Background: an optimization exercise with open tools, aiming at small area. Do not read the settings as production practice.
In this exercise RTL edits were held to simulation tests only and were not proved equivalent to the original.
No activity file was given, so power comes from the tool's default toggle rates.

==> run F: inputs <==
## KamppherGuard
module KamppherGuard(
  input         clock,
  input         reset,
  input  [7:0]  io_MOSIBuffer,
  input  [7:0]  io_MISOBuffer,
  input         io_BufferChanged,
  input  [4:0]  io_PartitionWriteEnables,
  output        io_IsOk,
  output [4:0]  io_WriteRegion,
  output [5:0]  io_Command,
  output        io_CommandReadFinished,
  output        io_ArgumentReadFinished,
  output        io_ReadSuccess,
  output        io_WaitingWriteToken,
  output        io_IsDataReading,
  output        io_IsBusy,
  output [31:0] io_DataBlockSize,
  output [31:0] io_Partition1Start,
  output [31:0] io_Partition2Start,
  output [31:0] io_Partition3Start,
  output [31:0] io_Partition4Start
);
  reg bc1, bc2;
  wire stb = io_BufferChanged & bc1 & ~bc2;
  always @(posedge clock) begin
    bc1 <= io_BufferChanged;
    bc2 <= bc1;
  end
  wire        slave_CommandReadFinished;
  wire        slave_ArgumentReadFinished;
  wire        slave_ReadSuccess;
  wire [5:0]  slave_Command;
  wire [31:0] slave_CommandArgument;
  wire [31:0] slave_WritingAddress;
  wire        slave_WaitingWriteToken;
  wire [31:0] ctrl_DataBlockSize;
  wire [31:0] master_DataBlocksCount;
  wire        master_DataBlocksCountChanged;
  wire        master_IsDataReading;
  wire        master_IsBusy;
  wire [31:0] mbr_p1, mbr_p2, mbr_p3, mbr_p4;
  wire [22:0] conv_s1, conv_s2, conv_s3, conv_s4;
  wire [3:0]  conv_zero;
  SpiSlaveReceiver slave (
    .clock(clock),
    .reset(reset),
    .io_Strobe(stb),
    .io_InputBuffer(io_MOSIBuffer),
    .io_DataBlockSize(ctrl_DataBlockSize),
    .io_CommandReadFinished(slave_CommandReadFinished),
  ...
clock: 10.0 ns
lec_check: 0
abc_area: 1
cap_margin: 20
core_margin: 2
core_utilization: 40
slew_margin: 20
standard.sh (not shown) runs the stock make flow with config.mk's settings and CLKGATE_MAP_FILE= SYNTH_SCRIPT=/design/flow/synth_recipe.tcl, a recipe that flattens the netlist after the stock synthesis.
==> flow/flow/run.sh <==
#!/bin/bash
# The standard layout (standard.sh), with three changes to how it is made:
# - synthesis maps logic with the ABC script in flow/abc_area.script, which
#   recovers more area than ORFS's (registers are mapped before ABC runs,
#   so they are the standard synthesis's);
#   ABC also maps the adders (ADDER_MAP_FILE is left empty), instead of
#   Yosys's full- and half-adder extraction;
# - port buffers are the smallest buffer, buf_1;
# - clock tree synthesis uses larger sink clusters and no dummy loads.
set -euo pipefail
rm -rf scripts_local
cp -r "$FLOW_HOME/scripts" scripts_local
cp flow/abc_area.script scripts_local/abc_area.script
export BUFFER_PORTS_ARGS="-buffer_cell sky130_fd_sc_hd__buf_1"
export CTS_ARGS="-sink_clustering_enable -repair_clock_nets -dont_use_dummy_load -sink_clustering_size 16 -sink_clustering_max_diameter 60 -buf_list sky130_fd_sc_hd__clkbuf_8"
bash standard.sh SCRIPTS_DIR="$PWD/scripts_local" ADDER_MAP_FILE= finish > standard.log 2>&1
==> flow/flow/abc_area.script <==
strash
dc2
strash
&get -n
&deepsyn -T 40
&dch -f
&nf -R 1000
&put
strash
&get -n
&dch -f
&nf -R 1000
&put
topo
stime -c
dnsize -c
==> inputs of run M, as changes to run F <==
CORE_UTILIZATION = 50   (was 40)
==> comparison table <==
Minimum setup slack in the final design: run M 2940 ps; run F 2800 ps
Synthesis-to-finish area growth: run M 12.3%; run F 12.9%
Power density of the placed cells: run M 139 nW/um^2; run F 135 nW/um^2
Clock Power Share: run M 0.311; run F 0.292
Core box area: run M 30,700 um^2; run F 38,600 um^2
Num rows: run M 64; run F 72
Vias per Instance: run M 6.07; run F 5.79
Clock Power: run M 761 uW; run F 699 uW
Met1 track demand over resource: run M 0.414; run F 0.339
DIE AREA: run M 32,800 um^2; run F 40,800 um^2
Run status: run M finished clean; run F finished clean
Clock network latency to the later pin of the worst-skew pair: run M 560 ps; run F 640 ps
Proportion of layout cells with a drive suffix above 1: run M 0.0362; run F 0.0339
Design Power: run M 2450 uW; run F 2390 uW
Final critical path time including I/O delays and setup: run M 7060 ps; run F 7200 ps
Met3 track utilization from global routing: run M 0.0427; run F 0.0326
Wire length per cell: run M 23.0 um; run F 22.4 um

port drivers added, routing unchanged:
The results above use ideal ports. As a check the final layouts listed here were re-extracted and re-timed, cells and wires unchanged. Step 1, drivers: a clkbuf_16 drives clock and a buf_2 each remaining input, both assumed. Step 2 moves the port delays by t, midway between the first and last clock arrival at a register: inputs arrive t later, outputs are due t later. That takes back most of the time a late clock gives input paths. Three values: ideal, step 1, step 2; two values: the first two.
run | shift t [ns] | slack for setup (ns) | clock arrival spread, ns | pins driven straight from the clock port
run F | 0.648 | 2.802 / 2.754 / 3.335 | 0.080 / 0.080 | 1
run M | 0.578 | 2.938 / 2.889 / 3.274 | 0.061 / 0.060 | 1
After both steps every run listed still meets setup and hold.
